Background: an optimization exercise with open tools, aiming at small area and a short achievable clock period. Do not read the settings as production practice.
Where RTL was checked, it was by simulation tests only, not by an equivalence proof against the original.
Only the layout flow was run in run 2; the RTL was not checked for function there.
Power is estimated from default activity; no workload was simulated.

==> flow/design.v (outline; a module is shown in full before it is edited, if it fits) <==
// module movavg: 1775 lines
module movavg(
    input logic clk,
    input logic reset,
    input logic [63:0] din,
    output logic [63:0] dout
);
  // ...
==> flow/flow/run.sh <==
#!/bin/bash
set -euo pipefail
export BUFFER_PORTS_ARGS="-buffer_cell sky130_fd_sc_hd__buf_2"
python3 flow/mknet.py hhc > netlist.v 2> mknet.log
bash standard.sh VERILOG_FILES="$PWD/netlist.v" ADDER_MAP_FILE= finish > standard_make.log 2>&1
==> flow/flow/mknet.py <==
#!/usr/bin/env python3
"""Writes the movavg design as a netlist: the registers, their clears and the carry-save
rows as sky130 cells, the carry-propagate adder as plain logic for synthesis to map.

    dout = din + t1 + t2 + t3, with t1, t2, t3 the last three samples.
    (s1, c1) = full adders on t1, t2, t3          (register outputs only)
    x1 = s1 ^ c1, y1 = s1 & c1                     (half adders, still off the din path)
    s2 = din ^ x1, c2 = y1 | (din & x1)            (adds din to the carry-save pair)
    g = s2 & c2, p = s2 ^ c2, then a prefix adder.
usage: mknet.py PREFIX_KIND > netlist.v     (PREFIX_KIND: sk, sp4, sp8, ks, bk)"""
import sys

N = 64
P = "sky130_fd_sc_hd__"
kind = sys.argv[1] if len(sys.argv) > 1 else "sp8"
rtl = "--rtl" in sys.argv
out = []
wires = []
assigns = []
ncell = [0]


cells = []


def cell(typ, **pins):
    cells.append((typ, pins))
    ncell[0] += 1
    conn = ", ".join(f".{k}({v})" for k, v in pins.items())
    out.append(f"  {P}{typ} hm_{ncell[0]} ({conn});")


def wire(name):
    wires.append(name)
    return name


# registers and their synchronous clears
for i in range(N):
    for r, src in (("t1", f"din[{i}]"), ("t2", f"t1[{i}]"), ("t3", f"t2[{i}]")):
        d = wire(f"d_{r}_{i}")
        cell("nor2b_1", A="reset", B_N=src, Y=d)
        out.append(f"  {P}dfxtp_1 \\{r}[{i}]$_SDFF_PP0_  (.CLK(clk), .D({d}), .Q({r}[{i}]));")

# carry-save rows and generate/propagate
g = ["1'b0"] * N
p = [None] * N
# with a "t" suffix on the prefix kind, the prefix network takes transmit (s2 | c2, one NAND)
# in place of propagate (s2 ^ c2, an XOR); propagate is still made, for the sums only.
transmit = kind.endswith("t") and kind.startswith("h")
if transmit:
    kind = kind[:-1]
tr = [None] * N
for i in range(N):
    s1 = wire(f"s1_{i}")
    if i < N - 1:
        k1 = wire(f"k1_{i}")
        cell("fa_1", A=f"t1[{i}]", B=f"t2[{i}]", CIN=f"t3[{i}]", SUM=s1, COUT=k1)
    else:
        k1 = wire(f"k1_{i}")
        cell("fa_1", A=f"t1[{i}]", B=f"t2[{i}]", CIN=f"t3[{i}]", SUM=s1, COUT=k1)
    if i == 0:
        x1, y1 = s1, None
    else:
        x1, y1 = wire(f"x1_{i}"), wire(f"y1_{i}")
        cell("ha_1", A=s1, B=f"k1_{i-1}", SUM=x1, COUT=y1)
    s2n = wire(f"s2n_{i}")
    cell("xnor2_1", A=f"din[{i}]", B=x1, Y=s2n)
    if i < N - 1:
        c2n = wire(f"c2n_{i+1}")
        if y1 is None:
            cell("nand2_1", A=f"din[{i}]", B=x1, Y=c2n)
        else:
            cell("a21oi_1", A1=f"din[{i}]", A2=x1, B1=y1, Y=c2n)
    if i == 0:
        p[0] = wire("p_0")
        cell("inv_1", A=s2n, Y=p[0])
    else:
        g[i], p[i] = wire(f"g_{i}"), wire(f"p_{i}")
        cell("nor2_1", A=s2n, B=f"c2n_{i}", Y=g[i])
        cell("xor2_1", A=s2n, B=f"c2n_{i}", X=p[i])
        if transmit:
            tr[i] = wire(f"tr_{i}")
            cell("nand2_1", A=s2n, B=f"c2n_{i}", Y=tr[i])

# hand-mapped Sklansky prefix (kind "hsk"): alternating AOI/OAI levels, inverters only where
# a node's polarity does not match its partner's.
inv_cache = {}


depth = {}


def inv(net):
    if net not in inv_cache:
        n = wire(f"iv_{len(inv_cache)}")
        cell("inv_1", A=net, Y=n)
        inv_cache[net] = n
        depth[n] = depth.get(net, 0) + 1
    return inv_cache[net]


def as_pol(sig, pol):
    net, sp = sig
    return net if sp == pol else inv(net)


def combine(nh, nl, tag):
    """(G, P, lo) of group hi combined with the adjacent lower group."""
    Gh, Ph, loh = nh
    Gl, Pl, lol = nl
    lo = lol
    if Gl is None:          # the lower group holds bit 0 only, which never generates
        return [Gh, None, lo]
    needp = lo > 1          # groups that reach bit 1 are complete (bit 0 never generates)
    rest = [Ph, Gl] + ([Pl] if needp else [])

    def cost(pol):
        d = max(depth.get(s[0], 0) + (0 if s[1] == pol else 1) for s in rest)
        d = max(d, depth.get(Gh[0], 0))
        n = sum(1 for s in rest if s[1] != pol and s[0] not in inv_cache)
        return (d, n)

    pol_in = cost(True) <= cost(False)
    ph, gl = as_pol(Ph, pol_in), as_pol(Gl, pol_in)
    go = wire(f"G{tag}")
    if Gh[1] == pol_in:
        if pol_in:
            cell("a21oi_1", A1=ph, A2=gl, B1=Gh[0], Y=go)
        else:
            cell("o21ai_1", A1=ph, A2=gl, B1=Gh[0], Y=go)
    else:
        # the group's own generate comes in the other polarity: use the cell with that
        # input inverted instead of an inverter
        if pol_in:
            cell("a21boi_0", A1=ph, A2=gl, B1_N=Gh[0], Y=go)
        else:
            cell("o21bai_1", A1=ph, A2=gl, B1_N=Gh[0], Y=go)
    depth[go] = max(depth.get(x, 0) for x in (ph, gl, Gh[0])) + 1
    po = None
    if needp:
        pl = as_pol(Pl, pol_in)
        pn = wire(f"P{tag}")
        cell("nand2_1" if pol_in else "nor2_1", A=ph, B=pl, Y=pn)
        depth[pn] = max(depth.get(ph, 0), depth.get(pl, 0)) + 1
        po = (pn, not pol_in)
    return [(go, not pol_in), po, lo]


if kind in ("hsk", "hhc", "hks"):
    node = [[(g[i], True) if i else None, ((tr[i] if transmit and i else p[i]), True), i]
            for i in range(N)]
    if kind == "hsk":
        d = 1
        while d < N:
            new = list(node)
            for i in range(N):
                if (i // d) % 2 == 1:
                    j = (i // d) * d - 1
                    new[i] = combine(node[i], node[j], f"{d}_{i}")
            node = new
            d *= 2
    elif kind == "hks":
        d = 1
        while d < N:
            new = list(node)
            for i in range(d, N):
                if node[i][2] > 1:
                    new[i] = combine(node[i], node[i - d], f"{d}_{i}")
            node = new
            d *= 2
    else:
        # Han-Carlson: odd nodes pair up, Kogge-Stone among odd nodes, then even nodes
        new = list(node)
        for i in range(1, N, 2):
            new[i] = combine(node[i], node[i - 1], f"a_{i}")
        node = new
        d = 2
        while d < N:
            new = list(node)
            for i in range(1, N, 2):
                if i - d >= 0 and node[i][2] > 1:
                    new[i] = combine(node[i], node[i - d], f"{d}_{i}")
            node = new
            d *= 2
        new = list(node)
        for i in range(2, N, 2):
            new[i] = combine(node[i], node[i - 1], f"e_{i}")
        node = new
    for i in range(N):
        if i <= 1:
            assigns.append(f"  assign dout[{i}] = {p[i]};")
            continue
        C = node[i - 1][0]
        assert node[i - 1][2] <= 1, (i, node[i - 1][2])
        if C[1]:
            cell("xor2_1", A=p[i], B=C[0], X=f"dout[{i}]")
        else:
            cell("xnor2_1", A=p[i], B=C[0], Y=f"dout[{i}]")
    kind = "done"

# prefix network (plain logic)
nw = [0]


def w(expr):
    nw[0] += 1
    nm = wire(f"pf_{nw[0]}")
    assigns.append(f"  assign {nm} = {expr};")
    return nm


def comb(Gh, Ph, Gl, Pl, needp=True):
    G = w(f"{Gh} | ({Ph} & {Gl})")
    Pn = w(f"{Ph} & {Pl}") if needp else None
    return G, Pn


G, Pp = list(g), list(p)
if kind == "done":
    pass
elif kind in ("sk", "ks", "bk"):
    if kind == "ks":
        d = 1
        while d < N:
            nG, nP = list(G), list(Pp)
            for i in range(d, N):
                nG[i], nP[i] = comb(G[i], Pp[i], G[i - d], Pp[i - d])
            G, Pp = nG, nP
            d *= 2
    elif kind == "sk":
        d = 1
        while d < N:
            nG, nP = list(G), list(Pp)
            for i in range(N):
                if (i // d) % 2 == 1:
                    j = (i // d) * d - 1
                    nG[i], nP[i] = comb(G[i], Pp[i], G[j], Pp[j])
            G, Pp = nG, nP
            d *= 2
    else:
        d = 1
        while d < N:
            for i in range(2 * d - 1, N, 2 * d):
                G[i], Pp[i] = comb(G[i], Pp[i], G[i - d], Pp[i - d])
            d *= 2
        d = N // 4
        while d >= 1:
            for i in range(3 * d - 1, N, 2 * d):
                G[i], _ = comb(G[i], Pp[i], G[i - d], Pp[i - d], False)
            d //= 2
else:
    k = int(kind[2:])
    ng = N // k
    LG, LP = list(g), list(p)
    for gi in range(ng):
        base = gi * k
        d = 1
        while d < k:
            nLG, nLP = list(LG), list(LP)
            for i in range(base, base + k):
                if ((i - base) // d) % 2 == 1:
                    j = base + ((i - base) // d) * d - 1
                    nLG[i], nLP[i] = comb(LG[i], LP[i], LG[j], LP[j])
            LG, LP = nLG, nLP
            d *= 2
    GG = [LG[gi * k + k - 1] for gi in range(ng)]
    GP = [LP[gi * k + k - 1] for gi in range(ng)]
    d = 1
    while d < ng:
        nG, nP = list(GG), list(GP)
        for i in range(ng):
            if (i // d) % 2 == 1:
                j = (i // d) * d - 1
                nG[i], nP[i] = comb(GG[i], GP[i], GG[j], GP[j])
        GG, GP = nG, nP
        d *= 2
    for i in range(N):
        gi = i // k
        G[i] = LG[i] if gi == 0 else w(f"{LG[i]} | ({LP[i]} & {GG[gi - 1]})")

for i in range(N if kind != "done" else 0):
    if i == 0:
        assigns.append(f"  assign dout[0] = {p[0]};")
    else:
        assigns.append(f"  assign dout[{i}] = {p[i]} ^ {G[i - 1]};")

FUNCS = {
    "nor2b_1": ("Y", "~{A} & {B_N}"),
    "xnor2_1": ("Y", "~({A} ^ {B})"),
    "xor2_1": ("X", "{A} ^ {B}"),
    "a21oi_1": ("Y", "~(({A1} & {A2}) | {B1})"),
    "o21ai_1": ("Y", "~(({A1} | {A2}) & {B1})"),
    "nand2_1": ("Y", "~({A} & {B})"),
    "nor2_1": ("Y", "~({A} | {B})"),
    "inv_1": ("Y", "~{A}"),
    "a21boi_0": ("Y", "~(({A1} & {A2}) | ~{B1_N})"),
    "o21bai_1": ("Y", "~(({A1} | {A2}) & ~{B1_N})"),
}
if not rtl:
    print("// Generated by mknet.py " + kind)
    print("module movavg(clk, reset, din, dout);")
    print("  input clk;\n  input reset;\n  input [63:0] din;\n  output [63:0] dout;")
    print("  wire [63:0] t1, t2, t3;")
    for x in wires:
        print(f"  wire {x};")
    print("\n".join(out))
    print("\n".join(assigns))
    print("endmodule")
else:
    body = []
    for typ, pins in cells:
        if typ == "dfxtp_1":
            continue
        if typ == "nor2b_1" and pins["Y"].startswith("d_t"):
            continue
        if typ == "fa_1":
            a, b, c = pins["A"], pins["B"], pins["CIN"]
            body.append(f"   assign {pins['SUM']} = {a} ^ {b} ^ {c};")
            body.append(f"   assign {pins['COUT']} = ({a} & {b}) | ({a} & {c}) | ({b} & {c});")
        elif typ == "ha_1":
            body.append(f"   assign {pins['SUM']} = {pins['A']} ^ {pins['B']};")
            body.append(f"   assign {pins['COUT']} = {pins['A']} & {pins['B']};")
        else:
            o, f = FUNCS[typ]
            body.append(f"   assign {pins[o]} = " + f.format(**pins) + ";")
    body += ["  " + a for a in assigns]
    print(f"""// Generated by gen/mknet.py {kind} --rtl: the same circuit as the layout flow's netlist,
// written as plain logic.
//
// dout = din + t1 + t2 + t3, where t1, t2, t3 are the last three samples:
//   (s1, c1)  full adders on t1, t2, t3 (register outputs only, off the din path)
//   x1, y1    = s1 ^ c1, s1 & c1 (half adders)
//   s2n, c2n  = ~(din ^ x1), ~((din & x1) | y1): din added to the carry-save pair
//   g, p      generate / propagate for a prefix adder, whose carries give dout.
module movavg(
    input logic clk,
    input logic reset,
    input logic [63:0] din,
    output logic [63:0] dout
);

   logic [63:0] t1, t2, t3;""")
    for x in wires:
        if not x.startswith("d_t"):
            print(f"   logic {x};")
    print()
    print("\n".join(body))
    print("""
   always_ff @(posedge clk) begin
      if (reset) begin
         t1 <= 64'h0;
         t2 <= 64'h0;
         t3 <= 64'h0;
      end else begin
         t1 <= din;
         t2 <= t1;
         t3 <= t2;
      end
   end

endmodule""")
==> flow/standard.sh <==
#!/bin/bash
# synth_recipe.tcl (not shown) runs the flow's synth.tcl, then flattens the netlist and writes it again
# the make line also repeats each setting of config.mk as NAME=value (left out here)
make -C /OpenROAD-flow-scripts/flow DESIGN_CONFIG=/design/flow/config.mk WORK_HOME=/design/flow/orfs CLKGATE_MAP_FILE= SYNTH_SCRIPT=/design/flow/synth_recipe.tcl "${@:-finish}"
==> flow/config.mk <==
export PLATFORM = sky130hd
export DESIGN_NAME = movavg
export DESIGN_NICKNAME = movavg
export VERILOG_FILES = /design/flow/design.v
export SDC_FILE = /design/flow/constraint.sdc
export NUM_CORES = 4
export LEC_CHECK = 0
export CAP_MARGIN = 20
export CORE_MARGIN = 2
export CORE_UTILIZATION = 55
export CTS_BUF_LIST = sky130_fd_sc_hd__clkbuf_4 sky130_fd_sc_hd__clkbuf_8
export PLACE_DENSITY = 0.68
export SETUP_SLACK_MARGIN = 2.3
export SLEW_MARGIN = 20
==> flow/constraint.sdc <==
create_clock -name core_clock -period 7.5 [get_ports {clk}]
set_input_delay 1.5000 -clock core_clock [delete_from_list [all_inputs] [get_ports {clk}]]
set_output_delay 1.5000 -clock core_clock [all_outputs]
set_load 0.01 [all_outputs]
==> flow_summary.toml, run 1 <==
[final_layout]
drive_above_1_share = 0.407
buffer_area_frac = 0.0757
final_cell_count_no_fill = 1640
layout.cells.most_common_list = "192 x nor2b_1, 191 x dfxtp_1, 128 x buf_2, 97 x a21oi_2, 71 x nor2_1"
comb.multi_input.count = 942
multiInputGateArea_um2 = 8890
layout.cells.largest_class = "multi-input combinational cells"
layout.sequential_cells = 192
largest_registers = "t1 (64), t2 (64), t3 (64)"

[grt]
wire_length_of_the_first_global_routing_pass_um = 37500
groute.layer.met3.usage = 0.0404
antenna_found_initial = 0
number_of_global_route_vias_before_repair = 8118
grt_use_met1 = 0.309

[pwr]
pwr.group.sequential_w = 0.00109
clockPowerShare = 0.201
p_clk_w = 0.000693

[logic_synthesis]
synth_seq_area_share = 0.355
synth_top_family_by_area = "adder cells"
muxShareOfSynthArea = 0
ys_types = 13

[drt]
wl_met2_um = 13600
drt-pass1-iter-count = 5

[floorplan]
fp.coreArea_um2 = 19400

[worst_hold_path]
hold_class = "register to register"
worstHoldEndpoint = "t3[39]$_SDFF_PP0_"

[cts]
worst_setup_hold_path_clk_slew_ns = 0.11
cts-root-to-sink-buffers = 2
clkSinkCount = 192
postCtsSetupBuffers = 23

[sta]
finalHoldViolCount = 0
timing.clock.skew_ns = 0.0108
post-route-period-util = 0.702
finalSetupViolCount = 0
fmax_mhz = 190

[placement]
dpl.cell_count = 1548
dp.final_hpwl_um = 18100

[flow_run]
cap_viol_max_count = 0

[critical_path]
worstPathMaxFanout = 3
worstSetupPathType = "register to output port"
cpMaxStageDelayCell = "fa_1"
critical_path.startpoint_type = "register"
worst_r2r_path_depth = 1
critical_path.endpoint = "dout[51]"

[status]
outcome = "complete, no violations"
==> run 2: changes to the inputs <==
--- a/flow/design.v
+++ b/flow/design.v
@@ -20,2 +20,3 @@
    logic p_1;
+   logic tr_1;
    logic s1_2;
@@ -28,2 +29,3 @@
    logic p_2;
+   logic tr_2;
    logic s1_3;
@@ -36,2 +38,3 @@
    logic p_3;
+   logic tr_3;
    logic s1_4;
@@ -44,2 +47,3 @@
    logic p_4;
+   logic tr_4;
    logic s1_5;
@@ -52,2 +56,3 @@
    logic p_5;
+   logic tr_5;
    logic s1_6;
@@ -60,2 +65,3 @@
    logic p_6;
+   logic tr_6;
    logic s1_7;
@@ -68,2 +74,3 @@
    logic p_7;
+   logic tr_7;
    logic s1_8;
@@ -76,2 +83,3 @@
    logic p_8;
+   logic tr_8;
    logic s1_9;
@@ -84,2 +92,3 @@
    logic p_9;
+   logic tr_9;
    logic s1_10;
@@ -92,2 +101,3 @@
    logic p_10;
+   logic tr_10;
    logic s1_11;
@@ -100,2 +110,3 @@
    logic p_11;
+   logic tr_11;
    logic s1_12;
@@ -108,2 +119,3 @@
    logic p_12;
+   logic tr_12;
    logic s1_13;
@@ -116,2 +128,3 @@
    logic p_13;
+   logic tr_13;
    logic s1_14;
@@ -124,2 +137,3 @@
    logic p_14;
+   logic tr_14;
    logic s1_15;
@@ -132,2 +146,3 @@
    logic p_15;
+   logic tr_15;
    logic s1_16;
@@ -140,2 +155,3 @@
    logic p_16;
+   logic tr_16;
    logic s1_17;
@@ -148,2 +164,3 @@
    logic p_17;
+   logic tr_17;
    logic s1_18;
@@ -156,2 +173,3 @@
    logic p_18;
+   logic tr_18;
    logic s1_19;
@@ -164,2 +182,3 @@
    logic p_19;
+   logic tr_19;
    logic s1_20;
@@ -172,2 +191,3 @@
    logic p_20;
+   logic tr_20;
    logic s1_21;
@@ -180,2 +200,3 @@
    logic p_21;
+   logic tr_21;
    logic s1_22;
@@ -188,2 +209,3 @@
    logic p_22;
+   logic tr_22;
    logic s1_23;
@@ -196,2 +218,3 @@
    logic p_23;
+   logic tr_23;
    logic s1_24;
@@ -204,2 +227,3 @@
    logic p_24;
+   logic tr_24;
    logic s1_25;
@@ -212,2 +236,3 @@
    logic p_25;
+   logic tr_25;
    logic s1_26;
@@ -220,2 +245,3 @@
    logic p_26;
+   logic tr_26;
    logic s1_27;
@@ -228,2 +254,3 @@
    logic p_27;
+   logic tr_27;
    logic s1_28;
@@ -236,2 +263,3 @@
    logic p_28;
+   logic tr_28;
    logic s1_29;
@@ -244,2 +272,3 @@
    logic p_29;
+   logic tr_29;
    logic s1_30;
@@ -252,2 +281,3 @@
    logic p_30;
+   logic tr_30;
    logic s1_31;
@@ -260,2 +290,3 @@
    logic p_31;
+   logic tr_31;
    logic s1_32;
@@ -268,2 +299,3 @@
    logic p_32;
+   logic tr_32;
    logic s1_33;
@@ -276,2 +308,3 @@
    logic p_33;
+   logic tr_33;
    logic s1_34;
@@ -284,2 +317,3 @@
    logic p_34;
+   logic tr_34;
    logic s1_35;
@@ -292,2 +326,3 @@
    logic p_35;
+   logic tr_35;
    logic s1_36;
@@ -300,2 +335,3 @@
    logic p_36;
+   logic tr_36;
    logic s1_37;
@@ -308,2 +344,3 @@
    logic p_37;
+   logic tr_37;
    logic s1_38;
@@ -316,2 +353,3 @@
    logic p_38;
+   logic tr_38;
    logic s1_39;
@@ -324,2 +362,3 @@
    logic p_39;
+   logic tr_39;
    logic s1_40;
@@ -332,2 +371,3 @@
    logic p_40;
+   logic tr_40;
    logic s1_41;
@@ -340,2 +380,3 @@
    logic p_41;
+   logic tr_41;
    logic s1_42;
@@ -348,2 +389,3 @@
    logic p_42;
+   logic tr_42;
    logic s1_43;
@@ -356,2 +398,3 @@
    logic p_43;
+   logic tr_43;
    logic s1_44;
@@ -364,2 +407,3 @@
    logic p_44;
+   logic tr_44;
    logic s1_45;
@@ -372,2 +416,3 @@
    logic p_45;
+   logic tr_45;
    logic s1_46;
@@ -380,2 +425,3 @@
    logic p_46;
+   logic tr_46;
    logic s1_47;
@@ -388,2 +434,3 @@
    logic p_47;
+   logic tr_47;
    logic s1_48;
@@ -396,2 +443,3 @@
    logic p_48;
+   logic tr_48;
    logic s1_49;
@@ -404,2 +452,3 @@
    logic p_49;
+   logic tr_49;
    logic s1_50;
@@ -412,2 +461,3 @@
    logic p_50;
+   logic tr_50;
    logic s1_51;
@@ -420,2 +470,3 @@
    logic p_51;
+   logic tr_51;
    logic s1_52;
@@ -428,2 +479,3 @@
    logic p_52;
+   logic tr_52;
    logic s1_53;
@@ -436,2 +488,3 @@
    logic p_53;
+   logic tr_53;
    logic s1_54;
@@ -444,2 +497,3 @@
    logic p_54;
+   logic tr_54;
    logic s1_55;
@@ -452,2 +506,3 @@
    logic p_55;
+   logic tr_55;
    logic s1_56;
@@ -460,2 +515,3 @@
    logic p_56;
+   logic tr_56;
    logic s1_57;
@@ -468,2 +524,3 @@
    logic p_57;
+   logic tr_57;
    logic s1_58;
@@ -476,2 +533,3 @@
    logic p_58;
+   logic tr_58;
    logic s1_59;
@@ -484,2 +542,3 @@
    logic p_59;
+   logic tr_59;
    logic s1_60;
@@ -492,2 +551,3 @@
    logic p_60;
+   logic tr_60;
    logic s1_61;
@@ -500,2 +560,3 @@
    logic p_61;
+   logic tr_61;
    logic s1_62;
@@ -508,2 +569,3 @@
    logic p_62;
+   logic tr_62;
    logic s1_63;
@@ -515,2 +577,3 @@
    logic p_63;
+   logic tr_63;
    logic Ga_3;
@@ -866,2 +929,3 @@
    assign p_1 = s2n_1 ^ c2n_1;
+   assign tr_1 = ~(s2n_1 & c2n_1);
    assign s1_2 = t1[2] ^ t2[2] ^ t3[2];
@@ -874,2 +938,3 @@
    assign p_2 = s2n_2 ^ c2n_2;
+   assign tr_2 = ~(s2n_2 & c2n_2);
    assign s1_3 = t1[3] ^ t2[3] ^ t3[3];
@@ -882,2 +947,3 @@
    assign p_3 = s2n_3 ^ c2n_3;
+   assign tr_3 = ~(s2n_3 & c2n_3);
    assign s1_4 = t1[4] ^ t2[4] ^ t3[4];
@@ -890,2 +956,3 @@
    assign p_4 = s2n_4 ^ c2n_4;
+   assign tr_4 = ~(s2n_4 & c2n_4);
    assign s1_5 = t1[5] ^ t2[5] ^ t3[5];
@@ -898,2 +965,3 @@
    assign p_5 = s2n_5 ^ c2n_5;
+   assign tr_5 = ~(s2n_5 & c2n_5);
    assign s1_6 = t1[6] ^ t2[6] ^ t3[6];
@@ -906,2 +974,3 @@
    assign p_6 = s2n_6 ^ c2n_6;
+   assign tr_6 = ~(s2n_6 & c2n_6);
    assign s1_7 = t1[7] ^ t2[7] ^ t3[7];
@@ -914,2 +983,3 @@
    assign p_7 = s2n_7 ^ c2n_7;
+   assign tr_7 = ~(s2n_7 & c2n_7);
    assign s1_8 = t1[8] ^ t2[8] ^ t3[8];
@@ -922,2 +992,3 @@
    assign p_8 = s2n_8 ^ c2n_8;
+   assign tr_8 = ~(s2n_8 & c2n_8);
    assign s1_9 = t1[9] ^ t2[9] ^ t3[9];
@@ -930,2 +1001,3 @@
    assign p_9 = s2n_9 ^ c2n_9;
+   assign tr_9 = ~(s2n_9 & c2n_9);
    assign s1_10 = t1[10] ^ t2[10] ^ t3[10];
@@ -938,2 +1010,3 @@
    assign p_10 = s2n_10 ^ c2n_10;
+   assign tr_10 = ~(s2n_10 & c2n_10);
    assign s1_11 = t1[11] ^ t2[11] ^ t3[11];
@@ -946,2 +1019,3 @@
    assign p_11 = s2n_11 ^ c2n_11;
+   assign tr_11 = ~(s2n_11 & c2n_11);
    assign s1_12 = t1[12] ^ t2[12] ^ t3[12];
@@ -954,2 +1028,3 @@
    assign p_12 = s2n_12 ^ c2n_12;
+   assign tr_12 = ~(s2n_12 & c2n_12);
    assign s1_13 = t1[13] ^ t2[13] ^ t3[13];
@@ -962,2 +1037,3 @@
    assign p_13 = s2n_13 ^ c2n_13;
+   assign tr_13 = ~(s2n_13 & c2n_13);
    assign s1_14 = t1[14] ^ t2[14] ^ t3[14];
@@ -970,2 +1046,3 @@
    assign p_14 = s2n_14 ^ c2n_14;
+   assign tr_14 = ~(s2n_14 & c2n_14);
    assign s1_15 = t1[15] ^ t2[15] ^ t3[15];
@@ -978,2 +1055,3 @@
    assign p_15 = s2n_15 ^ c2n_15;
+   assign tr_15 = ~(s2n_15 & c2n_15);
    assign s1_16 = t1[16] ^ t2[16] ^ t3[16];
@@ -986,2 +1064,3 @@
    assign p_16 = s2n_16 ^ c2n_16;
+   assign tr_16 = ~(s2n_16 & c2n_16);
    assign s1_17 = t1[17] ^ t2[17] ^ t3[17];
@@ -994,2 +1073,3 @@
    assign p_17 = s2n_17 ^ c2n_17;
+   assign tr_17 = ~(s2n_17 & c2n_17);
    assign s1_18 = t1[18] ^ t2[18] ^ t3[18];
@@ -1002,2 +1082,3 @@
    assign p_18 = s2n_18 ^ c2n_18;
+   assign tr_18 = ~(s2n_18 & c2n_18);
    assign s1_19 = t1[19] ^ t2[19] ^ t3[19];
@@ -1010,2 +1091,3 @@
    assign p_19 = s2n_19 ^ c2n_19;
+   assign tr_19 = ~(s2n_19 & c2n_19);
    assign s1_20 = t1[20] ^ t2[20] ^ t3[20];
@@ -1018,2 +1100,3 @@
    assign p_20 = s2n_20 ^ c2n_20;
+   assign tr_20 = ~(s2n_20 & c2n_20);
    assign s1_21 = t1[21] ^ t2[21] ^ t3[21];
@@ -1026,2 +1109,3 @@
    assign p_21 = s2n_21 ^ c2n_21;
+   assign tr_21 = ~(s2n_21 & c2n_21);
    assign s1_22 = t1[22] ^ t2[22] ^ t3[22];
@@ -1034,2 +1118,3 @@
    assign p_22 = s2n_22 ^ c2n_22;
+   assign tr_22 = ~(s2n_22 & c2n_22);
    assign s1_23 = t1[23] ^ t2[23] ^ t3[23];
@@ -1042,2 +1127,3 @@
    assign p_23 = s2n_23 ^ c2n_23;
+   assign tr_23 = ~(s2n_23 & c2n_23);
    assign s1_24 = t1[24] ^ t2[24] ^ t3[24];
@@ -1050,2 +1136,3 @@
    assign p_24 = s2n_24 ^ c2n_24;
+   assign tr_24 = ~(s2n_24 & c2n_24);
    assign s1_25 = t1[25] ^ t2[25] ^ t3[25];
@@ -1058,2 +1145,3 @@
    assign p_25 = s2n_25 ^ c2n_25;
+   assign tr_25 = ~(s2n_25 & c2n_25);
    assign s1_26 = t1[26] ^ t2[26] ^ t3[26];
@@ -1066,2 +1154,3 @@
    assign p_26 = s2n_26 ^ c2n_26;
+   assign tr_26 = ~(s2n_26 & c2n_26);
    assign s1_27 = t1[27] ^ t2[27] ^ t3[27];
@@ -1074,2 +1163,3 @@
    assign p_27 = s2n_27 ^ c2n_27;
+   assign tr_27 = ~(s2n_27 & c2n_27);
    assign s1_28 = t1[28] ^ t2[28] ^ t3[28];
@@ -1082,2 +1172,3 @@
    assign p_28 = s2n_28 ^ c2n_28;
+   assign tr_28 = ~(s2n_28 & c2n_28);
    assign s1_29 = t1[29] ^ t2[29] ^ t3[29];
@@ -1090,2 +1181,3 @@
    assign p_29 = s2n_29 ^ c2n_29;
+   assign tr_29 = ~(s2n_29 & c2n_29);
    assign s1_30 = t1[30] ^ t2[30] ^ t3[30];
@@ -1098,2 +1190,3 @@
    assign p_30 = s2n_30 ^ c2n_30;
+   assign tr_30 = ~(s2n_30 & c2n_30);
    assign s1_31 = t1[31] ^ t2[31] ^ t3[31];
@@ -1106,2 +1199,3 @@
    assign p_31 = s2n_31 ^ c2n_31;
+   assign tr_31 = ~(s2n_31 & c2n_31);
    assign s1_32 = t1[32] ^ t2[32] ^ t3[32];
@@ -1114,2 +1208,3 @@
    assign p_32 = s2n_32 ^ c2n_32;
+   assign tr_32 = ~(s2n_32 & c2n_32);
    assign s1_33 = t1[33] ^ t2[33] ^ t3[33];
@@ -1122,2 +1217,3 @@
    assign p_33 = s2n_33 ^ c2n_33;
+   assign tr_33 = ~(s2n_33 & c2n_33);
    assign s1_34 = t1[34] ^ t2[34] ^ t3[34];
@@ -1130,2 +1226,3 @@
    assign p_34 = s2n_34 ^ c2n_34;
+   assign tr_34 = ~(s2n_34 & c2n_34);
    assign s1_35 = t1[35] ^ t2[35] ^ t3[35];
@@ -1138,2 +1235,3 @@
    assign p_35 = s2n_35 ^ c2n_35;
+   assign tr_35 = ~(s2n_35 & c2n_35);
    assign s1_36 = t1[36] ^ t2[36] ^ t3[36];
@@ -1146,2 +1244,3 @@
    assign p_36 = s2n_36 ^ c2n_36;
+   assign tr_36 = ~(s2n_36 & c2n_36);
    assign s1_37 = t1[37] ^ t2[37] ^ t3[37];
@@ -1154,2 +1253,3 @@
    assign p_37 = s2n_37 ^ c2n_37;
+   assign tr_37 = ~(s2n_37 & c2n_37);
    assign s1_38 = t1[38] ^ t2[38] ^ t3[38];
@@ -1162,2 +1262,3 @@
    assign p_38 = s2n_38 ^ c2n_38;
+   assign tr_38 = ~(s2n_38 & c2n_38);
    assign s1_39 = t1[39] ^ t2[39] ^ t3[39];
@@ -1170,2 +1271,3 @@
    assign p_39 = s2n_39 ^ c2n_39;
+   assign tr_39 = ~(s2n_39 & c2n_39);
    assign s1_40 = t1[40] ^ t2[40] ^ t3[40];
@@ -1178,2 +1280,3 @@
    assign p_40 = s2n_40 ^ c2n_40;
+   assign tr_40 = ~(s2n_40 & c2n_40);
    assign s1_41 = t1[41] ^ t2[41] ^ t3[41];
@@ -1186,2 +1289,3 @@
    assign p_41 = s2n_41 ^ c2n_41;
+   assign tr_41 = ~(s2n_41 & c2n_41);
    assign s1_42 = t1[42] ^ t2[42] ^ t3[42];
@@ -1194,2 +1298,3 @@
    assign p_42 = s2n_42 ^ c2n_42;
+   assign tr_42 = ~(s2n_42 & c2n_42);
    assign s1_43 = t1[43] ^ t2[43] ^ t3[43];
@@ -1202,2 +1307,3 @@
    assign p_43 = s2n_43 ^ c2n_43;
+   assign tr_43 = ~(s2n_43 & c2n_43);
    assign s1_44 = t1[44] ^ t2[44] ^ t3[44];
@@ -1210,2 +1316,3 @@
    assign p_44 = s2n_44 ^ c2n_44;
+   assign tr_44 = ~(s2n_44 & c2n_44);
    assign s1_45 = t1[45] ^ t2[45] ^ t3[45];
@@ -1218,2 +1325,3 @@
    assign p_45 = s2n_45 ^ c2n_45;
+   assign tr_45 = ~(s2n_45 & c2n_45);
    assign s1_46 = t1[46] ^ t2[46] ^ t3[46];
@@ -1226,2 +1334,3 @@
    assign p_46 = s2n_46 ^ c2n_46;
+   assign tr_46 = ~(s2n_46 & c2n_46);
    assign s1_47 = t1[47] ^ t2[47] ^ t3[47];
@@ -1234,2 +1343,3 @@
    assign p_47 = s2n_47 ^ c2n_47;
+   assign tr_47 = ~(s2n_47 & c2n_47);
    assign s1_48 = t1[48] ^ t2[48] ^ t3[48];
@@ -1242,2 +1352,3 @@
    assign p_48 = s2n_48 ^ c2n_48;
+   assign tr_48 = ~(s2n_48 & c2n_48);
    assign s1_49 = t1[49] ^ t2[49] ^ t3[49];
@@ -1250,2 +1361,3 @@
    assign p_49 = s2n_49 ^ c2n_49;
+   assign tr_49 = ~(s2n_49 & c2n_49);
    assign s1_50 = t1[50] ^ t2[50] ^ t3[50];
@@ -1258,2 +1370,3 @@
    assign p_50 = s2n_50 ^ c2n_50;
+   assign tr_50 = ~(s2n_50 & c2n_50);
    assign s1_51 = t1[51] ^ t2[51] ^ t3[51];
@@ -1266,2 +1379,3 @@
    assign p_51 = s2n_51 ^ c2n_51;
+   assign tr_51 = ~(s2n_51 & c2n_51);
    assign s1_52 = t1[52] ^ t2[52] ^ t3[52];
@@ -1274,2 +1388,3 @@
    assign p_52 = s2n_52 ^ c2n_52;
+   assign tr_52 = ~(s2n_52 & c2n_52);
    assign s1_53 = t1[53] ^ t2[53] ^ t3[53];
@@ -1282,2 +1397,3 @@
    assign p_53 = s2n_53 ^ c2n_53;
+   assign tr_53 = ~(s2n_53 & c2n_53);
    assign s1_54 = t1[54] ^ t2[54] ^ t3[54];
@@ -1290,2 +1406,3 @@
    assign p_54 = s2n_54 ^ c2n_54;
+   assign tr_54 = ~(s2n_54 & c2n_54);
    assign s1_55 = t1[55] ^ t2[55] ^ t3[55];
@@ -1298,2 +1415,3 @@
    assign p_55 = s2n_55 ^ c2n_55;
+   assign tr_55 = ~(s2n_55 & c2n_55);
    assign s1_56 = t1[56] ^ t2[56] ^ t3[56];
@@ -1306,2 +1424,3 @@
    assign p_56 = s2n_56 ^ c2n_56;
+   assign tr_56 = ~(s2n_56 & c2n_56);
    assign s1_57 = t1[57] ^ t2[57] ^ t3[57];
@@ -1314,2 +1433,3 @@
    assign p_57 = s2n_57 ^ c2n_57;
+   assign tr_57 = ~(s2n_57 & c2n_57);
    assign s1_58 = t1[58] ^ t2[58] ^ t3[58];
@@ -1322,2 +1442,3 @@
    assign p_58 = s2n_58 ^ c2n_58;
+   assign tr_58 = ~(s2n_58 & c2n_58);
    assign s1_59 = t1[59] ^ t2[59] ^ t3[59];
@@ -1330,2 +1451,3 @@
    assign p_59 = s2n_59 ^ c2n_59;
+   assign tr_59 = ~(s2n_59 & c2n_59);
    assign s1_60 = t1[60] ^ t2[60] ^ t3[60];
@@ -1338,2 +1460,3 @@
    assign p_60 = s2n_60 ^ c2n_60;
+   assign tr_60 = ~(s2n_60 & c2n_60);
    assign s1_61 = t1[61] ^ t2[61] ^ t3[61];
@@ -1346,2 +1469,3 @@
    assign p_61 = s2n_61 ^ c2n_61;
+   assign tr_61 = ~(s2n_61 & c2n_61);
    assign s1_62 = t1[62] ^ t2[62] ^ t3[62];
@@ -1354,2 +1478,3 @@
    assign p_62 = s2n_62 ^ c2n_62;
+   assign tr_62 = ~(s2n_62 & c2n_62);
    assign s1_63 = t1[63] ^ t2[63] ^ t3[63];
@@ -1361,64 +1486,65 @@
    assign p_63 = s2n_63 ^ c2n_63;
-   assign Ga_3 = ~((p_3 & g_2) | g_3);
-   assign Pa_3 = ~(p_3 & p_2);
-   assign Ga_5 = ~((p_5 & g_4) | g_5);
-   assign Pa_5 = ~(p_5 & p_4);
-   assign Ga_7 = ~((p_7 & g_6) | g_7);
-   assign Pa_7 = ~(p_7 & p_6);
-   assign Ga_9 = ~((p_9 & g_8) | g_9);
-   assign Pa_9 = ~(p_9 & p_8);
-   assign Ga_11 = ~((p_11 & g_10) | g_11);
-   assign Pa_11 = ~(p_11 & p_10);
-   assign Ga_13 = ~((p_13 & g_12) | g_13);
-   assign Pa_13 = ~(p_13 & p_12);
-   assign Ga_15 = ~((p_15 & g_14) | g_15);
-   assign Pa_15 = ~(p_15 & p_14);
-   assign Ga_17 = ~((p_17 & g_16) | g_17);
-   assign Pa_17 = ~(p_17 & p_16);
-   assign Ga_19 = ~((p_19 & g_18) | g_19);
-   assign Pa_19 = ~(p_19 & p_18);
-   assign Ga_21 = ~((p_21 & g_20) | g_21);
-   assign Pa_21 = ~(p_21 & p_20);
-   assign Ga_23 = ~((p_23 & g_22) | g_23);
-   assign Pa_23 = ~(p_23 & p_22);
-   assign Ga_25 = ~((p_25 & g_24) | g_25);
-   assign Pa_25 = ~(p_25 & p_24);
-   assign Ga_27 = ~((p_27 & g_26) | g_27);
-   assign Pa_27 = ~(p_27 & p_26);
-   assign Ga_29 = ~((p_29 & g_28) | g_29);
-   assign Pa_29 = ~(p_29 & p_28);
-   assign Ga_31 = ~((p_31 & g_30) | g_31);
-   assign Pa_31 = ~(p_31 & p_30);
-   assign Ga_33 = ~((p_33 & g_32) | g_33);
-   assign Pa_33 = ~(p_33 & p_32);
-   assign Ga_35 = ~((p_35 & g_34) | g_35);
-   assign Pa_35 = ~(p_35 & p_34);
-   assign Ga_37 = ~((p_37 & g_36) | g_37);
-   assign Pa_37 = ~(p_37 & p_36);
-   assign Ga_39 = ~((p_39 & g_38) | g_39);
-   assign Pa_39 = ~(p_39 & p_38);
-   assign Ga_41 = ~((p_41 & g_40) | g_41);
-   assign Pa_41 = ~(p_41 & p_40);
-   assign Ga_43 = ~((p_43 & g_42) | g_43);
-   assign Pa_43 = ~(p_43 & p_42);
-   assign Ga_45 = ~((p_45 & g_44) | g_45);
-   assign Pa_45 = ~(p_45 & p_44);
-   assign Ga_47 = ~((p_47 & g_46) | g_47);
-   assign Pa_47 = ~(p_47 & p_46);
-   assign Ga_49 = ~((p_49 & g_48) | g_49);
-   assign Pa_49 = ~(p_49 & p_48);
-   assign Ga_51 = ~((p_51 & g_50) | g_51);
-   assign Pa_51 = ~(p_51 & p_50);
-   assign Ga_53 = ~((p_53 & g_52) | g_53);
-   assign Pa_53 = ~(p_53 & p_52);
-   assign Ga_55 = ~((p_55 & g_54) | g_55);
-   assign Pa_55 = ~(p_55 & p_54);
-   assign Ga_57 = ~((p_57 & g_56) | g_57);
-   assign Pa_57 = ~(p_57 & p_56);
-   assign Ga_59 = ~((p_59 & g_58) | g_59);
-   assign Pa_59 = ~(p_59 & p_58);
-   assign Ga_61 = ~((p_61 & g_60) | g_61);
-   assign Pa_61 = ~(p_61 & p_60);
-   assign Ga_63 = ~((p_63 & g_62) | g_63);
-   assign Pa_63 = ~(p_63 & p_62);
+   assign tr_63 = ~(s2n_63 & c2n_63);
+   assign Ga_3 = ~((tr_3 & g_2) | g_3);
+   assign Pa_3 = ~(tr_3 & tr_2);
+   assign Ga_5 = ~((tr_5 & g_4) | g_5);
+   assign Pa_5 = ~(tr_5 & tr_4);
+   assign Ga_7 = ~((tr_7 & g_6) | g_7);
+   assign Pa_7 = ~(tr_7 & tr_6);
+   assign Ga_9 = ~((tr_9 & g_8) | g_9);
+   assign Pa_9 = ~(tr_9 & tr_8);
+   assign Ga_11 = ~((tr_11 & g_10) | g_11);
+   assign Pa_11 = ~(tr_11 & tr_10);
+   assign Ga_13 = ~((tr_13 & g_12) | g_13);
+   assign Pa_13 = ~(tr_13 & tr_12);
+   assign Ga_15 = ~((tr_15 & g_14) | g_15);
+   assign Pa_15 = ~(tr_15 & tr_14);
+   assign Ga_17 = ~((tr_17 & g_16) | g_17);
+   assign Pa_17 = ~(tr_17 & tr_16);
+   assign Ga_19 = ~((tr_19 & g_18) | g_19);
+   assign Pa_19 = ~(tr_19 & tr_18);
+   assign Ga_21 = ~((tr_21 & g_20) | g_21);
+   assign Pa_21 = ~(tr_21 & tr_20);
+   assign Ga_23 = ~((tr_23 & g_22) | g_23);
+   assign Pa_23 = ~(tr_23 & tr_22);
+   assign Ga_25 = ~((tr_25 & g_24) | g_25);
+   assign Pa_25 = ~(tr_25 & tr_24);
+   assign Ga_27 = ~((tr_27 & g_26) | g_27);
+   assign Pa_27 = ~(tr_27 & tr_26);
+   assign Ga_29 = ~((tr_29 & g_28) | g_29);
+   assign Pa_29 = ~(tr_29 & tr_28);
+   assign Ga_31 = ~((tr_31 & g_30) | g_31);
+   assign Pa_31 = ~(tr_31 & tr_30);
+   assign Ga_33 = ~((tr_33 & g_32) | g_33);
+   assign Pa_33 = ~(tr_33 & tr_32);
+   assign Ga_35 = ~((tr_35 & g_34) | g_35);
+   assign Pa_35 = ~(tr_35 & tr_34);
+   assign Ga_37 = ~((tr_37 & g_36) | g_37);
+   assign Pa_37 = ~(tr_37 & tr_36);
+   assign Ga_39 = ~((tr_39 & g_38) | g_39);
+   assign Pa_39 = ~(tr_39 & tr_38);
+   assign Ga_41 = ~((tr_41 & g_40) | g_41);
+   assign Pa_41 = ~(tr_41 & tr_40);
+   assign Ga_43 = ~((tr_43 & g_42) | g_43);
+   assign Pa_43 = ~(tr_43 & tr_42);
+   assign Ga_45 = ~((tr_45 & g_44) | g_45);
+   assign Pa_45 = ~(tr_45 & tr_44);
+   assign Ga_47 = ~((tr_47 & g_46) | g_47);
+   assign Pa_47 = ~(tr_47 & tr_46);
+   assign Ga_49 = ~((tr_49 & g_48) | g_49);
+   assign Pa_49 = ~(tr_49 & tr_48);
+   assign Ga_51 = ~((tr_51 & g_50) | g_51);
+   assign Pa_51 = ~(tr_51 & tr_50);
+   assign Ga_53 = ~((tr_53 & g_52) | g_53);
+   assign Pa_53 = ~(tr_53 & tr_52);
+   assign Ga_55 = ~((tr_55 & g_54) | g_55);
+   assign Pa_55 = ~(tr_55 & tr_54);
+   assign Ga_57 = ~((tr_57 & g_56) | g_57);
+   assign Pa_57 = ~(tr_57 & tr_56);
+   assign Ga_59 = ~((tr_59 & g_58) | g_59);
+   assign Pa_59 = ~(tr_59 & tr_58);
+   assign Ga_61 = ~((tr_61 & g_60) | g_61);
+   assign Pa_61 = ~(tr_61 & tr_60);
+   assign Ga_63 = ~((tr_63 & g_62) | g_63);
+   assign Pa_63 = ~(tr_63 & tr_62);
    assign iv_0 = ~g_1;
@@ -1658,43 +1784,43 @@
    assign G32_63 = ~((P16_63 | G16_31) & G16_63);
-   assign Ge_2 = ~((p_2 & g_1) | g_2);
-   assign Ge_4 = ~((p_4 & G2_3) | g_4);
-   assign iv_8 = ~p_6;
+   assign Ge_2 = ~((tr_2 & g_1) | g_2);
+   assign Ge_4 = ~((tr_4 & G2_3) | g_4);
+   assign iv_8 = ~tr_6;
    assign Ge_6 = ~((iv_8 | G4_5) & ~g_6);
-   assign iv_9 = ~p_8;
+   assign iv_9 = ~tr_8;
    assign Ge_8 = ~((iv_9 | G4_7) & ~g_8);
-   assign Ge_10 = ~((p_10 & G8_9) | g_10);
-   assign Ge_12 = ~((p_12 & G8_11) | g_12);
-   assign Ge_14 = ~((p_14 & G8_13) | g_14);
-   assign Ge_16 = ~((p_16 & G8_15) | g_16);
-   assign iv_10 = ~p_18;
+   assign Ge_10 = ~((tr_10 & G8_9) | g_10);
+   assign Ge_12 = ~((tr_12 & G8_11) | g_12);
+   assign Ge_14 = ~((tr_14 & G8_13) | g_14);
+   assign Ge_16 = ~((tr_16 & G8_15) | g_16);
+   assign iv_10 = ~tr_18;
    assign Ge_18 = ~((iv_10 | G16_17) & ~g_18);
-   assign iv_11 = ~p_20;
+   assign iv_11 = ~tr_20;
    assign Ge_20 = ~((iv_11 | G16_19) & ~g_20);
-   assign iv_12 = ~p_22;
+   assign iv_12 = ~tr_22;
    assign Ge_22 = ~((iv_12 | G16_21) & ~g_22);
-   assign iv_13 = ~p_24;
+   assign iv_13 = ~tr_24;
    assign Ge_24 = ~((iv_13 | G16_23) & ~g_24);
-   assign iv_14 = ~p_26;
+   assign iv_14 = ~tr_26;
    assign Ge_26 = ~((iv_14 | G16_25) & ~g_26);
-   assign iv_15 = ~p_28;
+   assign iv_15 = ~tr_28;
    assign Ge_28 = ~((iv_15 | G16_27) & ~g_28);
-   assign iv_16 = ~p_30;
+   assign iv_16 = ~tr_30;
    assign Ge_30 = ~((iv_16 | G16_29) & ~g_30);
-   assign iv_17 = ~p_32;
+   assign iv_17 = ~tr_32;
    assign Ge_32 = ~((iv_17 | G16_31) & ~g_32);
-   assign Ge_34 = ~((p_34 & G32_33) | g_34);
-   assign Ge_36 = ~((p_36 & G32_35) | g_36);
-   assign Ge_38 = ~((p_38 & G32_37) | g_38);
-   assign Ge_40 = ~((p_40 & G32_39) | g_40);
-   assign Ge_42 = ~((p_42 & G32_41) | g_42);
-   assign Ge_44 = ~((p_44 & G32_43) | g_44);
-   assign Ge_46 = ~((p_46 & G32_45) | g_46);
-   assign Ge_48 = ~((p_48 & G32_47) | g_48);
-   assign Ge_50 = ~((p_50 & G32_49) | g_50);
-   assign Ge_52 = ~((p_52 & G32_51) | g_52);
-   assign Ge_54 = ~((p_54 & G32_53) | g_54);
-   assign Ge_56 = ~((p_56 & G32_55) | g_56);
-   assign Ge_58 = ~((p_58 & G32_57) | g_58);
-   assign Ge_60 = ~((p_60 & G32_59) | g_60);
-   assign Ge_62 = ~((p_62 & G32_61) | g_62);
+   assign Ge_34 = ~((tr_34 & G32_33) | g_34);
+   assign Ge_36 = ~((tr_36 & G32_35) | g_36);
+   assign Ge_38 = ~((tr_38 & G32_37) | g_38);
+   assign Ge_40 = ~((tr_40 & G32_39) | g_40);
+   assign Ge_42 = ~((tr_42 & G32_41) | g_42);
+   assign Ge_44 = ~((tr_44 & G32_43) | g_44);
+   assign Ge_46 = ~((tr_46 & G32_45) | g_46);
+   assign Ge_48 = ~((tr_48 & G32_47) | g_48);
+   assign Ge_50 = ~((tr_50 & G32_49) | g_50);
+   assign Ge_52 = ~((tr_52 & G32_51) | g_52);
+   assign Ge_54 = ~((tr_54 & G32_53) | g_54);
+   assign Ge_56 = ~((tr_56 & G32_55) | g_56);
+   assign Ge_58 = ~((tr_58 & G32_57) | g_58);
+   assign Ge_60 = ~((tr_60 & G32_59) | g_60);
+   assign Ge_62 = ~((tr_62 & G32_61) | g_62);
    assign dout[2] = p_2 ^ g_1;
==> flow/flow/run.sh (replaced) <==
#!/bin/bash
set -euo pipefail
export BUFFER_PORTS_ARGS="-buffer_cell sky130_fd_sc_hd__buf_2"
python3 flow/mknet.py hhct > netlist.v 2> mknet.log
bash standard.sh VERILOG_FILES="$PWD/netlist.v" ADDER_MAP_FILE= finish > standard_make.log 2>&1
--- a/flow/config.mk
+++ b/flow/config.mk
@@ -9,6 +9,6 @@
 export CORE_MARGIN = 2
-export CORE_UTILIZATION = 55
+export CORE_UTILIZATION = 60
 export CTS_BUF_LIST = sky130_fd_sc_hd__clkbuf_4 sky130_fd_sc_hd__clkbuf_8
-export PLACE_DENSITY = 0.68
-export SETUP_SLACK_MARGIN = 2.3
+export PLACE_DENSITY = 0.72
+export SETUP_SLACK_MARGIN = 2.0
 export SLEW_MARGIN = 20
==> run 2 against run 1 <==
Effect of this change: global-route usage rose by 0.87 points; die area fell by 6.2%; clock power fell by 2%; first-iteration DRC count fell by 26%; clock-buffer cell count did not move; final area fell by 15%; final cell count fell by 2.0%; sequential share of layout area rose by 4.5 points; non-clock buffer count fell by 57; core utilization fell by 6.1 points; largest power group unchanged; highest routed layer unchanged.
==> flow_summary.toml, run 2 <==
[sta]
finalSetupViolCount = 0
final.min_clock_period_ns = 5.32
fmax_mhz = 188
finalHoldViolCount = 0
rsz_0062_raised_after_global_routing = "true"
setup_ws_ns = 2.18
post-route-period-util = 0.709
finalHoldWorstSlack_ns = 0.471
timing.clock.skew_ns = 0.0156
worst_pin_slew_ns = 0.967
finalSetupTns_ns = 0
timing.slew.headroom = 0.355
finalMaxSlewViolations = 0

[logic_synthesis]
post_synth_inst_count = 1216
synth_seq_cells = 192
number_of_flops_mapped_to_enable_cells_by_yosys = 0
synth_seq_area_share = 0.348
mappedNetlistNets = 1409
commonest_cells_in_the_synthesized_netlist = "192 x dfxtp_1, 192 x nor2b_1, 165 x a21oi_1, 134 x nand2_1, 114 x nor2_1"
synth_top_cell_by_area = "dfxtp_1"
synth_top_flop_cell = "dfxtp_1"
netlist_top_cells_area = "dfxtp_1 35%, fa_1 12%, nor2b_1 11%"
synth-async-reset-ratio = 0
mappedNetlistArea_um2 = 11000
synth.top_cell.area_share = 0.348
yosysWarnings = 0
syn_area_per_cell_um2 = 9.09
ys_types = 13

[critical_path]
cpLargestDelayFamily = "compound AO/OA/AOI/OAI gates"
crit_path_max_incr_delay_ns = 0.48
crit_top_cell = "a21oi_1"
cp_data_required_time_ns = 6.00
cp.buffers_inverters = 1
timing.critical_path.to_type = "output port"
cpMaxStageDelayCell = "fa_1"
critical_path.startpoint_type = "register"
worstPathMaxFanout = 3
cells_along_the_critical_path = "fa_1 -> ha_1 -> a21oi_1 -> nand2_1 -> a21oi_1 -> o21ai_1 -> a21oi_1 -> o21ai_1 -> a21oi_2 -> o21ai_1 -> a21oi_1 -> xnor2_1 -> buf_2"
worstSetupPathType = "register to output port"
crit_arrival_ns = 3.82

[placement]
port_buffers = 129
dp.final_hpwl_um = 18000
dpl_worst_slack_ns = 1.78
place.gp.congestion = 0.914

[floorplan]
floorplan.initialDensity = 0.613
std_cell_rows = 49
die_w_um = 140
fp.coreArea_um2 = 18000
fp.dieArea_um2 = 19500
io_pins = 130
die-height_um = 140

[cts]
cts-root-to-sink-buffers = 2
clock_tree_root_buffer_cell = "clkbuf_8"
worst_setup_hold_path_clk_slew_ns = 0.11
cts_inserted_buffers = 17
cts-hold-fix-buffers = 0
cts_tree = "built"
cts-htree-levels = 4
clock_latency_ns = 0.47
clkSinkCount = 192

[final_layout]
largest_registers = "t1 (64), t2 (64), t3 (64)"
area_growth_syn_to_layout_pct = 13.3
layout.area.seq_um2 = 3840
drive_above_1_share = 0.138
antenna_cells_inserted = 0
layout.cells.most_common_list = "192 x nor2b_1, 192 x dfxtp_1, 149 x a21oi_1, 134 x nand2_1, 128 x buf_2"
layout.nets = 1559
multiInputGateArea_um2 = 7230
filler_cell_count = 1532

[pwr]
pwr-share-seq = 0.361
comb_power_share = 0.414
power-per-cell-area_nw_per_um2 = 241
internal_power_w = 0.00184
clockPowerShare = 0.225
irDropWorstVdd_v = 0.000237
power.static_leakage_nw = 5.48
netSwitchingPower_w = 0.00117
total_power_w = 0.00302
switching_share = 0.389

[grt]
grt_start_max_net_pins = 98
number_of_global_route_vias_before_repair = 8259
overflow_after_grt = 0
wire_length_of_the_first_global_routing_pass_um = 37900
gr-usage-all-layers = 0.239
antenna_found_initial = 0

[drt]
overall_via_count_from_detail_route = 8342
post-route-drc-count = 0
dr.first_iter.drc_count = 322
antenna_violating_nets_post_route = 0
wire_per_inst_um = 14.1
drt-pass1-iter-count = 7
via_per_inst = 5.19
postRouteWirelength_um = 22700

[status]
outcome = "complete, no violations"

[flow_run]
cap_viol_max_count = 0

[worst_hold_path]
hold_class = "register to register"
[run 2: path summary, 6_finish.rpt]
path,startpoint,end,slack (ns),cells past startpoint
min,t2[50]$_SDFF_PP0_,t3[50]$_SDFF_PP0_,0.47,1
max reg2reg,t2[8]$_SDFF_PP0_,t3[8]$_SDFF_PP0_,6.87,1
max,t1[6]$_SDFF_PP0_,dout[53],2.18,13
min reg2reg,t2[50]$_SDFF_PP0_,t3[50]$_SDFF_PP0_,0.47,1
[run 2: layout make-up]
class / count / area share
clock inverters: 13 / 0.0115
flip-flops and latches: 192 / 0.307
well taps: 229 / 0.0229
multi-input cells: 1003 / 0.578
clock buffers: 19 / 0.0204
inverters: 19 / 0.00570
repair buffers: 133 / 0.0545
[run 2: power by group through the flow]
stage / clock network, W / logic, W / registers, W
after CTS: 0.000702 / 0.00123 / 0.00109
after global routing: 0.000739 / 0.00138 / 0.00110
after detailed placement: 0 / 0.00122 / 0.00111
after floorplan: 0 / 0.000815 / 0.00111
final: 0.000680 / 0.00125 / 0.00109
after global placement: 0 / 0.00121 / 0.00111
[run 2: through the flow]
step	cell area [µm²]	utilization	instances
after detailed placement	12000	0.665	1573
after global placement	12000	0.665	1573
after CTS	12400	0.688	1605
after global routing	12500	0.694	1608
final	12500	0.694	1608
after floorplan	11000	-	1216
[run 2: cells by family after synthesis]
logic type | share of synthesized area
XOR/XNOR | 0.150
flip-flops | 0.348
AO/OA/AOI/OAI | 0.114
adder cells (fa/ha/maj) | 0.187
AND/OR/NAND/NOR | 0.193
buffers and inverters | 0.00781
[run 2: what timing repair did]
action | in CTS | in global routing
setup endpoints to repair | 11 | 19
endpoints found under the hold margin | 0 | 0
pin swaps | 0 | 1
gates resized for setup | 8 | 19
buffers inserted | 0 | 3
[run 2: layer usage]
metal | vias up | global-route usage | routed length (µm)
li1 | 4297 | - | -
met1 | 3841 | 0.334 | 11200
met2 | 171 | 0.380 | 10200
met3 | 33 | 0.0365 | 878
met4 | 0 | 0.0811 | 522
met5 | - | 0 | 0

==> static timing again, ports no longer ideal <==
No port has a modelled driver above. Below, the same layouts with a new extraction and two added sets of constraints.
Step 1: set_driving_cell puts a clkbuf_16 on clk and a buf_2 on each other input, an assumption about the parent block.
Step 2 also shifts input and output timing later by t, the mid clock arrival at the registers, as if the neighbouring blocks saw the same clock.
Three values: no drivers, after step 1, after step 2; two values: the first two.
run	t (ns)	setup slack, ns	worst setup path after step 2	cell pins on the clock port's net
run 1	0.509	2.236 / 2.194 / 2.219	input to output	1
run 2	0.510	2.179 / 2.135 / 2.179	input to output	1
After both steps setup and hold are still met in every run listed. The setup slack of run 1, which loses most, moves by -0.042 ns with the drivers and by -0.017 ns with both steps.
